This design comes from an exercise in tuning for small area and a short achievable clock period on the open sky130 flow, not from production work. Only simulation tests tie the RTL to the original design; equivalence was not proved. Power and IR drop assume default switching activity.

==> v17 <==
Design JTAG_Interface, start of the top module:
module JTAG_Interface(
	iCLK,
	iRST,
	iTCK,
	iTDI,
	iIR_IN,
	iSTATE_CDR,
	iSTATE_SDR,
	iSTATE_UDR,
	iREAD_0,
	iREAD_1,
	iREAD_2,
	iREAD_3,
	iREAD_4,
	iREAD_5,
	iREAD_6,
	iREAD_7,
	iREAD_8,
	iREAD_9,
	iREAD_A,
	iREAD_B,
	iREAD_C,
	iREAD_D,
	iREAD_E,
	oTDO,
	oWRITE_0,
	oWRITE_1,
	oWRITE_2,
	oWRITE_3,
	oWRITE_4,
	oWRITE_5,
	oWRITE_6,
	oWRITE_7,
	oWRITE_8,
	oWRITE_9,
	oWRITE_A,
	oWRITE_B,
	oWRITE_C,
	oWRITE_D,
	oWRITE_E
);
input wire	iCLK;
input wire	iRST;
input wire	iTCK;
input wire	iTDI;
input wire	[8:0] iIR_IN;
input wire	iSTATE_CDR;
input wire	iSTATE_SDR;
input wire	iSTATE_UDR;
input wire	[31:0] iREAD_0;
input wire	[31:0] iREAD_1;
input wire	[31:0] iREAD_2;
input wire	[31:0] iREAD_3;
input wire	[31:0] iREAD_4;
input wire	[31:0] iREAD_5;
input wire	[31:0] iREAD_6;
input wire	[31:0] iREAD_7;
input wire	[31:0] iREAD_8;
input wire	[31:0] iREAD_9;
input wire	[31:0] iREAD_A;
input wire	[31:0] iREAD_B;
input wire	[31:0] iREAD_C;
input wire	[31:0] iREAD_D;
input wire	[31:0] iREAD_E;
output wire	oTDO;
output wire	[31:0] oWRITE_0;
output wire	[31:0] oWRITE_1;
output wire	[31:0] oWRITE_2;
output wire	[31:0] oWRITE_3;
output wire	[31:0] oWRITE_4;
output wire	[31:0] oWRITE_5;
output wire	[31:0] oWRITE_6;
output wire	[31:0] oWRITE_7;
output wire	[31:0] oWRITE_8;
output wire	[31:0] oWRITE_9;
output wire	[31:0] oWRITE_A;
output wire	[31:0] oWRITE_B;
output wire	[31:0] oWRITE_C;
output wire	[31:0] oWRITE_D;
output wire	[31:0] oWRITE_E;
reg t1, t2, t3, t4;
reg c1, s1, u1;
reg d1, d2;
reg ev, cap, shf, upd;
reg tdo;
reg [31:0] W;
reg [479:0] wr;
wire rise = t3 & ~t4;
always @(posedge iCLK) begin
	if (iRST) begin
  ...
==> module JTAG_Interface, before the edit <==
module JTAG_Interface(
	iCLK,
	iRST,
	iTCK,
	iTDI,
	iIR_IN,
	iSTATE_CDR,
	iSTATE_SDR,
	iSTATE_UDR,
	iREAD_0,
	iREAD_1,
	iREAD_2,
	iREAD_3,
	iREAD_4,
	iREAD_5,
	iREAD_6,
	iREAD_7,
	iREAD_8,
	iREAD_9,
	iREAD_A,
	iREAD_B,
	iREAD_C,
	iREAD_D,
	iREAD_E,
	oTDO,
	oWRITE_0,
	oWRITE_1,
	oWRITE_2,
	oWRITE_3,
	oWRITE_4,
	oWRITE_5,
	oWRITE_6,
	oWRITE_7,
	oWRITE_8,
	oWRITE_9,
	oWRITE_A,
	oWRITE_B,
	oWRITE_C,
	oWRITE_D,
	oWRITE_E
);
input wire	iCLK;
input wire	iRST;
input wire	iTCK;
input wire	iTDI;
input wire	[8:0] iIR_IN;
input wire	iSTATE_CDR;
input wire	iSTATE_SDR;
input wire	iSTATE_UDR;
input wire	[31:0] iREAD_0;
input wire	[31:0] iREAD_1;
input wire	[31:0] iREAD_2;
input wire	[31:0] iREAD_3;
input wire	[31:0] iREAD_4;
input wire	[31:0] iREAD_5;
input wire	[31:0] iREAD_6;
input wire	[31:0] iREAD_7;
input wire	[31:0] iREAD_8;
input wire	[31:0] iREAD_9;
input wire	[31:0] iREAD_A;
input wire	[31:0] iREAD_B;
input wire	[31:0] iREAD_C;
input wire	[31:0] iREAD_D;
input wire	[31:0] iREAD_E;
output wire	oTDO;
output wire	[31:0] oWRITE_0;
output wire	[31:0] oWRITE_1;
output wire	[31:0] oWRITE_2;
output wire	[31:0] oWRITE_3;
output wire	[31:0] oWRITE_4;
output wire	[31:0] oWRITE_5;
output wire	[31:0] oWRITE_6;
output wire	[31:0] oWRITE_7;
output wire	[31:0] oWRITE_8;
output wire	[31:0] oWRITE_9;
output wire	[31:0] oWRITE_A;
output wire	[31:0] oWRITE_B;
output wire	[31:0] oWRITE_C;
output wire	[31:0] oWRITE_D;
output wire	[31:0] oWRITE_E;
reg t1, t2, t3, t4;
reg c1, s1, u1;
reg d1, d2;
reg ev, cap, shf, upd;
reg tdo;
reg [31:0] W;
reg [479:0] wr;
wire rise = t3 & ~t4;
always @(posedge iCLK) begin
	if (iRST) begin
		t1 <= 1'b0; t2 <= 1'b0; t3 <= 1'b0; t4 <= 1'b0;
		c1 <= 1'b0; s1 <= 1'b0; u1 <= 1'b0;
		d1 <= 1'b0; d2 <= 1'b0;
		ev <= 1'b0; cap <= 1'b0; shf <= 1'b0; upd <= 1'b0;
		tdo <= 1'b0;
	end else begin
		t1 <= iTCK; t2 <= t1; t3 <= t2; t4 <= t3;
		c1 <= iSTATE_CDR; s1 <= iSTATE_SDR; u1 <= iSTATE_UDR;
		d1 <= iTDI; d2 <= d1;
		ev  <= rise;
		cap <= rise & c1;
		shf <= rise & ~c1 & s1;
		upd <= rise & ~c1 & ~s1 & u1;
		if (ev) tdo <= W[0];
	end
end
assign oTDO = tdo;
wire [479:0] rd = {iREAD_E, iREAD_D, iREAD_C, iREAD_B, iREAD_A, iREAD_9, iREAD_8, iREAD_7, iREAD_6, iREAD_5, iREAD_4, iREAD_3, iREAD_2, iREAD_1, iREAD_0};
wire nrst = ~iRST;
wire hold = nrst & ~cap & ~shf;
wire shift = nrst & shf;
wire [31:0] Wsh = {d2, W[31:1]};
reg  [31:0] Wd;
integer n;
always @(*) begin
	Wd = ({32{hold}} & W) | ({32{shift}} & Wsh);
	for (n = 0; n < 15; n = n + 1)
		Wd = Wd | ({32{nrst & cap & (iIR_IN[3:0] == n)}} & rd[32*n +: 32]);
end
always @(posedge iCLK) W <= Wd;
genvar m;
generate for (m = 0; m < 15; m = m + 1) begin : g_wr
	wire sel = upd & (iIR_IN[7:4] == m);
	wire we = nrst & sel;
	wire keep = nrst & ~sel;
	always @(posedge iCLK) wr[32*m +: 32] <= ({32{we}} & W) | ({32{keep}} & wr[32*m +: 32]);
end endgenerate
assign oWRITE_0 = wr[31:0];
assign oWRITE_1 = wr[63:32];
assign oWRITE_2 = wr[95:64];
assign oWRITE_3 = wr[127:96];
assign oWRITE_4 = wr[159:128];
assign oWRITE_5 = wr[191:160];
assign oWRITE_6 = wr[223:192];
assign oWRITE_7 = wr[255:224];
assign oWRITE_8 = wr[287:256];
assign oWRITE_9 = wr[319:288];
assign oWRITE_A = wr[351:320];
assign oWRITE_B = wr[383:352];
assign oWRITE_C = wr[415:384];
assign oWRITE_D = wr[447:416];
assign oWRITE_E = wr[479:448];
endmodule
==> flow/config.mk <==
export PLATFORM = sky130hd
export DESIGN_NAME = JTAG_Interface
export DESIGN_NICKNAME = JTAG_Interface
export VERILOG_FILES = /design/flow/design.v
export SDC_FILE = /design/flow/constraint.sdc
export NUM_CORES = 4
export LEC_CHECK = 0
export CAP_MARGIN = 20
export CORE_AREA = 10 10 350 350
export DIE_AREA = 0 0 360 360
export SLEW_MARGIN = 20
==> flow/constraint.sdc <==
create_clock -name core_clock -period 5.0 [get_ports {iCLK}]
set_input_delay 1.0000 -clock core_clock [delete_from_list [all_inputs] [get_ports {iCLK}]]
set_output_delay 1.0000 -clock core_clock [all_outputs]
set_load 0.01 [all_outputs]
run.sh (not shown) runs the stock make flow with config.mk's settings and CLKGATE_MAP_FILE= SYNTH_SCRIPT=/design/flow/synth_recipe.tcl, a recipe that flattens the netlist after the stock synthesis.
==> inputs of v28, as changes to v17 <==
--- a/flow/design.v
+++ b/flow/design.v
@@ -1,3 +1,28 @@
+module JTAG_AOI222(a0, b0, a1, b1, a2, b2, y);
+	input  a0, b0, a1, b1, a2, b2;
+	output y;
+	assign y = ~((a0 & b0) | (a1 & b1) | (a2 & b2));
+endmodule
+module JTAG_WriteMux(we, keep, w, q, d);
+	input  we, keep;
+	input  [31:0] w, q;
+	output [31:0] d;
+	assign d = ({32{we}} & w) | ({32{keep}} & q);
+endmodule
+module JTAG_ReadBit(sel, r, sh, wsh, hold, w, d);
+	input  [14:0] sel;
+	input  [14:0] r;
+	input  sh, wsh, hold, w;
+	output d;
+	wire [5:0] y;
+	JTAG_AOI222 u0(.a0(sel[0]),  .b0(r[0]),  .a1(sel[1]),  .b1(r[1]),  .a2(sel[2]),  .b2(r[2]),  .y(y[0]));
+	JTAG_AOI222 u1(.a0(sel[3]),  .b0(r[3]),  .a1(sel[4]),  .b1(r[4]),  .a2(sel[5]),  .b2(r[5]),  .y(y[1]));
+	JTAG_AOI222 u2(.a0(sel[6]),  .b0(r[6]),  .a1(sel[7]),  .b1(r[7]),  .a2(sel[8]),  .b2(r[8]),  .y(y[2]));
+	JTAG_AOI222 u3(.a0(sel[9]),  .b0(r[9]),  .a1(sel[10]), .b1(r[10]), .a2(sel[11]), .b2(r[11]), .y(y[3]));
+	JTAG_AOI222 u4(.a0(sel[12]), .b0(r[12]), .a1(sel[13]), .b1(r[13]), .a2(sel[14]), .b2(r[14]), .y(y[4]));
+	assign y[5] = ~((sh & wsh) | (hold & w));
+	assign d = ~(&y);
+endmodule
 module JTAG_Interface(
 	iCLK,
 	iRST,
@@ -110,20 +135,28 @@
 wire hold = nrst & ~cap & ~shf;
 wire shift = nrst & shf;
 wire [31:0] Wsh = {d2, W[31:1]};
-reg  [31:0] Wd;
-integer n;
-always @(*) begin
-	Wd = ({32{hold}} & W) | ({32{shift}} & Wsh);
-	for (n = 0; n < 15; n = n + 1)
-		Wd = Wd | ({32{nrst & cap & (iIR_IN[3:0] == n)}} & rd[32*n +: 32]);
-end
+wire [14:0] rsel;
+genvar n, b;
+generate for (n = 0; n < 15; n = n + 1) begin : g_rsel
+	assign rsel[n] = nrst & cap & (iIR_IN[3:0] == n);
+end endgenerate
+wire [31:0] Wd;
+generate for (b = 0; b < 32; b = b + 1) begin : g_wd
+	wire [14:0] rb;
+	for (n = 0; n < 15; n = n + 1) begin : g_rb
+		assign rb[n] = rd[32*n + b];
+	end
+	JTAG_ReadBit u_bit(.sel(rsel), .r(rb), .sh(shift), .wsh(Wsh[b]), .hold(hold), .w(W[b]), .d(Wd[b]));
+end endgenerate
 always @(posedge iCLK) W <= Wd;
 genvar m;
 generate for (m = 0; m < 15; m = m + 1) begin : g_wr
 	wire sel = upd & (iIR_IN[7:4] == m);
 	wire we = nrst & sel;
 	wire keep = nrst & ~sel;
-	always @(posedge iCLK) wr[32*m +: 32] <= ({32{we}} & W) | ({32{keep}} & wr[32*m +: 32]);
+	wire [31:0] nxt;
+	JTAG_WriteMux u_mux(.we(we), .keep(keep), .w(W), .q(wr[32*m +: 32]), .d(nxt));
+	always @(posedge iCLK) wr[32*m +: 32] <= nxt;
 end endgenerate
 assign oWRITE_0 = wr[31:0];
 assign oWRITE_1 = wr[63:32];
==> flow/flow/run.sh (new file) <==
#!/bin/bash
# The standard ORFS layout, with the port buffers made of the smallest
# buffer (sky130_fd_sc_hd__buf_1; repair_design resizes them where needed)
# and the pins placed by flow/pins.tcl (each bit slice's pins together).
set -euo pipefail
here=$(cd "$(dirname "$0")" && pwd)
bash standard.sh "BUFFER_PORTS_ARGS=-buffer_cell sky130_fd_sc_hd__buf_1" \
  "PRE_IO_PLACEMENT_TCL=$here/pins.tcl" finish > standard_make.log 2>&1
==> flow/flow/pins.tcl (new file) <==
# Pin placement: each bit slice's fifteen write outputs and fifteen read
# inputs sit together on the die edge, slices in bit order around the die
# (10 on the bottom, 6 on the right, 10 on the top, 6 on the left), control
# pins in the middle of the left edge. Pins are two routing tracks apart.
set ::die 320.0
set ::hex {0 1 2 3 4 5 6 7 8 9 A B C D E}
proc put {name edge t} {
  set die $::die
  if {$edge eq "bottom" || $edge eq "top"} {
    set x [expr {0.23 + 0.46 * $t}]
    set y [expr {$edge eq "bottom" ? 0.24 : $die - 0.24}]
    place_pin -pin_name $name -layer met2 -location [list $x $y] -pin_size {0.14 0.48}
  } else {
    set y [expr {0.34 + 0.68 * $t}]
    set x [expr {$edge eq "left" ? 0.4 : $die - 0.4}]
    place_pin -pin_name $name -layer met3 -location [list $x $y] -pin_size {0.8 0.3}
  }
}
proc slice_pins {b} {
  set l {}
  foreach h $::hex { lappend l "oWRITE_${h}\[$b\]" }
  foreach h $::hex { lappend l "iREAD_${h}\[$b\]" }
  return $l
}
# a slice of 30 pins from track t0, 2 tracks apart, in direction dir
proc put_slice {b edge t0 dir} {
  set j 0
  foreach n [slice_pins $b] {
    put $n $edge [expr {$t0 + $dir * 2 * $j}]
    incr j
  }
}
set lo 12.0
set hi [expr {$::die - 12.0}]
# slice pitch along bottom/top (10 slices of 27.6 um) and left/right
set px [expr {($hi - $lo - 27.6) / 9.0}]
set b 0
for {set k 0} {$k < 10} {incr k} {
  put_slice $b bottom [expr {int(($lo + $px * $k) / 0.46)}] 1; incr b
}
# right: 6 slices of 40.8 um, bottom to top, evenly spread
set py [expr {($hi - $lo - 40.8) / 5.0}]
for {set k 0} {$k < 6} {incr k} {
  put_slice $b right [expr {int(($lo + $py * $k) / 0.68)}] 1; incr b
}
for {set k 0} {$k < 10} {incr k} {
  put_slice $b top [expr {int(($hi - $px * $k) / 0.46)}] -1; incr b
}
# left: 3 slices down from the top, 3 slices up from the bottom
set gap 2.0
for {set k 0} {$k < 3} {incr k} {
  put_slice $b left [expr {int(($hi - (40.8 + $gap) * $k) / 0.68)}] -1; incr b
}
for {set k 2} {$k >= 0} {incr k -1} {
  put_slice $b left [expr {int(($lo + 40.8 + (40.8 + $gap) * $k) / 0.68)}] -1; incr b
}
set ctrl {iTDI oTDO iTCK iSTATE_CDR iSTATE_SDR iSTATE_UDR iRST iCLK}
for {set i 0} {$i < 9} {incr i} { lappend ctrl "iIR_IN\[$i\]" }
set j 0
foreach n $ctrl {
  put $n left [expr {int(($::die / 2 - 11.0) / 0.68) + 2 * $j}]
  incr j
}
==> flow/standard.sh (new file) <==
#!/bin/bash
# synth_recipe.tcl (not shown) runs the flow's synth.tcl, then flattens the netlist and writes it again
# the make line also repeats each setting of config.mk as NAME=value (left out here)
make -C /OpenROAD-flow-scripts/flow DESIGN_CONFIG=/design/flow/config.mk WORK_HOME=/design/flow/orfs CLKGATE_MAP_FILE= SYNTH_SCRIPT=/design/flow/synth_recipe.tcl "${@:-finish}"
Settings changed: CORE_AREA 10 10 350 350 to 10 10 310 310, CTS_CLUSTER_DIAMETER from default to 70, CTS_CLUSTER_SIZE from default to 22, DIE_AREA 0 0 360 360 to 0 0 320 320, SETUP_SLACK_MARGIN from default to 2.8, SYNTH_HIERARCHICAL from default to 1, SYNTH_MINIMUM_KEEP_SIZE from default to 0.
removed: flow/run.sh
==> inputs of v3, as changes to v17 <==
--- a/flow/design.v
+++ b/flow/design.v
@@ -1,3 +1,28 @@
+module JTAG_AOI222(a0, b0, a1, b1, a2, b2, y);
+	input  a0, b0, a1, b1, a2, b2;
+	output y;
+	assign y = ~((a0 & b0) | (a1 & b1) | (a2 & b2));
+endmodule
+module JTAG_WriteMux(we, keep, w, q, d);
+	input  we, keep;
+	input  [31:0] w, q;
+	output [31:0] d;
+	assign d = ({32{we}} & w) | ({32{keep}} & q);
+endmodule
+module JTAG_ReadBit(sel, r, sh, wsh, hold, w, d);
+	input  [14:0] sel;
+	input  [14:0] r;
+	input  sh, wsh, hold, w;
+	output d;
+	wire [5:0] y;
+	JTAG_AOI222 u0(.a0(sel[0]),  .b0(r[0]),  .a1(sel[1]),  .b1(r[1]),  .a2(sel[2]),  .b2(r[2]),  .y(y[0]));
+	JTAG_AOI222 u1(.a0(sel[3]),  .b0(r[3]),  .a1(sel[4]),  .b1(r[4]),  .a2(sel[5]),  .b2(r[5]),  .y(y[1]));
+	JTAG_AOI222 u2(.a0(sel[6]),  .b0(r[6]),  .a1(sel[7]),  .b1(r[7]),  .a2(sel[8]),  .b2(r[8]),  .y(y[2]));
+	JTAG_AOI222 u3(.a0(sel[9]),  .b0(r[9]),  .a1(sel[10]), .b1(r[10]), .a2(sel[11]), .b2(r[11]), .y(y[3]));
+	JTAG_AOI222 u4(.a0(sel[12]), .b0(r[12]), .a1(sel[13]), .b1(r[13]), .a2(sel[14]), .b2(r[14]), .y(y[4]));
+	assign y[5] = ~((sh & wsh) | (hold & w));
+	assign d = ~(&y);
+endmodule
 module JTAG_Interface(
 	iCLK,
 	iRST,
@@ -110,20 +135,28 @@
 wire hold = nrst & ~cap & ~shf;
 wire shift = nrst & shf;
 wire [31:0] Wsh = {d2, W[31:1]};
-reg  [31:0] Wd;
-integer n;
-always @(*) begin
-	Wd = ({32{hold}} & W) | ({32{shift}} & Wsh);
-	for (n = 0; n < 15; n = n + 1)
-		Wd = Wd | ({32{nrst & cap & (iIR_IN[3:0] == n)}} & rd[32*n +: 32]);
-end
+wire [14:0] rsel;
+genvar n, b;
+generate for (n = 0; n < 15; n = n + 1) begin : g_rsel
+	assign rsel[n] = nrst & cap & (iIR_IN[3:0] == n);
+end endgenerate
+wire [31:0] Wd;
+generate for (b = 0; b < 32; b = b + 1) begin : g_wd
+	wire [14:0] rb;
+	for (n = 0; n < 15; n = n + 1) begin : g_rb
+		assign rb[n] = rd[32*n + b];
+	end
+	JTAG_ReadBit u_bit(.sel(rsel), .r(rb), .sh(shift), .wsh(Wsh[b]), .hold(hold), .w(W[b]), .d(Wd[b]));
+end endgenerate
 always @(posedge iCLK) W <= Wd;
 genvar m;
 generate for (m = 0; m < 15; m = m + 1) begin : g_wr
 	wire sel = upd & (iIR_IN[7:4] == m);
 	wire we = nrst & sel;
 	wire keep = nrst & ~sel;
-	always @(posedge iCLK) wr[32*m +: 32] <= ({32{we}} & W) | ({32{keep}} & wr[32*m +: 32]);
+	wire [31:0] nxt;
+	JTAG_WriteMux u_mux(.we(we), .keep(keep), .w(W), .q(wr[32*m +: 32]), .d(nxt));
+	always @(posedge iCLK) wr[32*m +: 32] <= nxt;
 end endgenerate
 assign oWRITE_0 = wr[31:0];
 assign oWRITE_1 = wr[63:32];
==> flow/flow/run.sh (new file) <==
#!/bin/bash
# The standard ORFS layout, with the port buffers made of the smallest
# buffer (sky130_fd_sc_hd__buf_1); repair_design resizes them where needed.
set -euo pipefail
bash standard.sh "BUFFER_PORTS_ARGS=-buffer_cell sky130_fd_sc_hd__buf_1" finish > standard_make.log 2>&1
==> flow/standard.sh (new file) <==
#!/bin/bash
# synth_recipe.tcl (not shown) runs the flow's synth.tcl, then flattens the netlist and writes it again
# the make line also repeats each setting of config.mk as NAME=value (left out here)
make -C /OpenROAD-flow-scripts/flow DESIGN_CONFIG=/design/flow/config.mk WORK_HOME=/design/flow/orfs CLKGATE_MAP_FILE= SYNTH_SCRIPT=/design/flow/synth_recipe.tcl "${@:-finish}"
Settings changed: SYNTH_HIERARCHICAL from default to 1, SYNTH_MINIMUM_KEEP_SIZE from default to 0.
removed: flow/run.sh
==> summary of the runs <==
v3 finished with timing, DRC and antenna clean. v17 produced a clean layout. v28 ran to the end with no violations. Of v17 and v28, v17 has the higher clock-buffer cell count (gap 34). Between v17 and v3, the lower fmax is in v17 (gap about 13%, measured against v3). Cell area: v17 is higher than v28 (about 36%). Against v17, the clock skew of v28 is higher by 0.0073 ns. Against v17, the die area of v28 is lower by 21%. Worst hold slack is about the same in v17 and v28. The lowest clock power belongs to v28, the highest to v17. Against v3, the wire length of v17 is higher by 21%. Power, lowest first: v28, v3, v17.

==> what the ideal ports hide <==
The results above use ideal ports. As a check the final layouts listed here were re-extracted and re-timed, cells and wires unchanged. Step 1, drivers: a clkbuf_16 drives iCLK and a buf_2 each remaining input, both assumed. Step 2 times the ports against the registers' clock, not the clock port: input delays grow and output delays shrink by t, the midpoint of the rising clock arrivals with the driver on. a / b / c = no drivers / after step 1 / after step 2; a / b = the first two.
run | shift t [ns] | slack for setup (ns) | worst setup path after step 2 | latest minus earliest clock arrival (ns) | worst register clock-pin slew, ns
v17 | 0.719 | 1.479 / 1.513 / 0.794 | input to register | 0.038 / 0.038 | 0.07 / 0.07
v28 | 0.665 | 2.793 / 2.774 / 2.113 | input to register | 0.030 / 0.030 | 0.09 / 0.09
v3 | 0.703 | 1.922 / 1.967 / 1.264 | input to register | 0.042 / 0.042 | 0.07 / 0.07
After both steps setup and hold are still met in every run listed. For v17, which loses most, drivers alone change the setup slack by +0.034 ns; drivers and shift together by -0.685 ns.
